This is an optimization exercise on Yosys and OpenROAD, whose aim is small area and a short achievable clock period, not a production implementation.
Function was checked by simulation only, so behaviour that the tests miss may differ from the original.
Power and IR drop assume default switching activity.

Design alu16bit, start of the top module:
module alu16bit (
  input clk,
  input reset,
  input [2:0] operation,
  input [15:0] operand_A,
  input [15:0] operand_B,
  output reg [31:0] result,
  output reg carry_flag,
  output reg zero_flag
);
For scale: roughly 730 cells after synthesis, ~71 I/O pins.
export LEC_CHECK = 0
export ABC_AREA = 0
export CAP_MARGIN = 20
export CORE_MARGIN = 2
export CORE_UTILIZATION = 40
export GPL_TIMING_DRIVEN = 0
export PLACE_DENSITY = 0.8
export SLEW_MARGIN = 20
export SYNTH_HIERARCHICAL = 1
create_clock -name core_clock -period 7.2 [get_ports {clk}]
standard.sh (not shown) runs the stock make flow with config.mk's settings and CLKGATE_MAP_FILE= SYNTH_SCRIPT=/design/flow/synth_recipe.tcl, a recipe that flattens the netlist after the stock synthesis.
==> flow/flow/run.sh <==
#!/bin/bash
# The standard layout, with the port buffers made of plain buffers (sky130
# buf_1, which the resizer may upsize) instead of the delay-cell buffers that
# buffer_ports picks by default.
set -euo pipefail
export BUFFER_PORTS_ARGS="-buffer_cell sky130_fd_sc_hd__buf_1"
bash standard.sh > standard.log 2>&1
Next try:
--- a/flow/config.mk
+++ b/flow/config.mk
@@ -11,4 +11,4 @@
 export CORE_UTILIZATION = 40
+export CTS_BUF_LIST = sky130_fd_sc_hd__clkbuf_8
 export GPL_TIMING_DRIVEN = 0
-export PLACE_DENSITY = 0.8
 export SLEW_MARGIN = 20
Outcome: Non-clock buffer count went up by 2; area after synthesis does not change; synthesized cell count is unchanged; total power is lower by 8.2%; sequential power stays flat; cell count barely changes; wire length went up by 0.57%; first-iteration DRC count went down by 25%.
Next try:
==> flow/flow/run.sh (replaced) <==
#!/bin/bash
# The standard layout, with two changes to how it is made:
# - the port buffers are plain buffers (sky130 buf_1, which the resizer may
#   upsize) instead of the delay-cell buffers that buffer_ports picks;
# - after global routing, ORFS's power recovery downsizes gates on paths
#   with positive slack (RECOVER_POWER percent of them).
set -euo pipefail
export BUFFER_PORTS_ARGS="-buffer_cell sky130_fd_sc_hd__buf_1"
export RECOVER_POWER=30
bash standard.sh > standard.log 2>&1
--- a/flow/config.mk
+++ b/flow/config.mk
@@ -11,3 +11,2 @@
 export CORE_UTILIZATION = 40
-export CTS_BUF_LIST = sky130_fd_sc_hd__clkbuf_8
 export GPL_TIMING_DRIVEN = 0
What happened: Critical path depth increases by 1. Final area increases by about 0.8%. Via count increases by 1.1%. Combinational power barely changes. Setup slack is better by 0.093 ns. Total power increases by about 9%. Cell count stays the same. Die area does not change.
Next try:
==> flow/flow/run.sh (replaced) <==
#!/bin/bash
# The standard layout, with the port buffers made of plain buffers (sky130
# buf_1, which the resizer may upsize) instead of the delay-cell buffers that
# buffer_ports picks by default.
set -euo pipefail
export BUFFER_PORTS_ARGS="-buffer_cell sky130_fd_sc_hd__buf_1"
bash standard.sh > standard.log 2>&1
--- a/flow/config.mk
+++ b/flow/config.mk
@@ -11,2 +11,3 @@
 export CORE_UTILIZATION = 40
+export CTS_BUF_LIST = sky130_fd_sc_hd__clkbuf_4 sky130_fd_sc_hd__clkbuf_8
 export GPL_TIMING_DRIVEN = 0
The changed run produced a clean layout.
Design area falls by about 0.8%.
Synthesized area does not change.
Non-clock buffer count does not change.
Worst setup slack degrades by 0.093 ns.
Final cell count does not change.
Utilization falls by 0.36 points.
Total power falls by about 8%.
Clock power falls by about 24%.
Fmax falls by 1.3%.
Combinational power barely changes.
Next try:
--- a/flow/config.mk
+++ b/flow/config.mk
@@ -10,4 +10,3 @@
 export CORE_MARGIN = 2
-export CORE_UTILIZATION = 40
-export CTS_BUF_LIST = sky130_fd_sc_hd__clkbuf_4 sky130_fd_sc_hd__clkbuf_8
+export CORE_UTILIZATION = 60
 export GPL_TIMING_DRIVEN = 0
Effect:
- utilization grows by 22 points
- wire length shrinks slightly
- total power grows slightly
- worst hold slack barely changes
- worst setup slack gets worse by 0.040 ns
- clock power is about the same
- global-route usage grows by 11 points
- first-iteration DRC count grows by about a fifth
- count of clock-buffer cells in the layout grows by 1

static timing again, ports no longer ideal:
In the flow no input, the clock included, has a driving cell. The finished layouts below were timed again as built, in two steps. Step 1 (the two cells are an assumption about what drives the block):
set clk [get_ports {clk}]
set_driving_cell -lib_cell sky130_fd_sc_hd__clkbuf_16 $clk
set_driving_cell -lib_cell sky130_fd_sc_hd__buf_2 [delete_from_list [all_inputs] $clk]
Step 2 adds t to the input delays and takes it off the output delays; t is the mean of the earliest and latest rising clock arrival at the registers after step 1. Input paths then give back, and output paths get back, about the clock's delay inside the block. Three values: ideal ports, drivers, drivers and shift; two values: the first two.
run | t (ns) | setup slack, ns | worst setup path at the end | cell pins on the clock port's net
the first run | 0.331 | 0.307 / 0.316 / -0.015 | input to register | 1
the second run | 0.343 | 0.270 / 0.289 / -0.054 | input to register | 1
the third run | 0.332 | 0.363 / 0.375 / 0.043 | input to register | 1
the fourth run | 0.343 | 0.270 / 0.289 / -0.054 | input to register | 1
the fifth run | 0.326 | 0.230 / 0.241 / -0.085 | input to register | 1
With both steps, setup timing fails in the first run, the second run, the fourth run and the fifth run, where it was met with ideal ports.
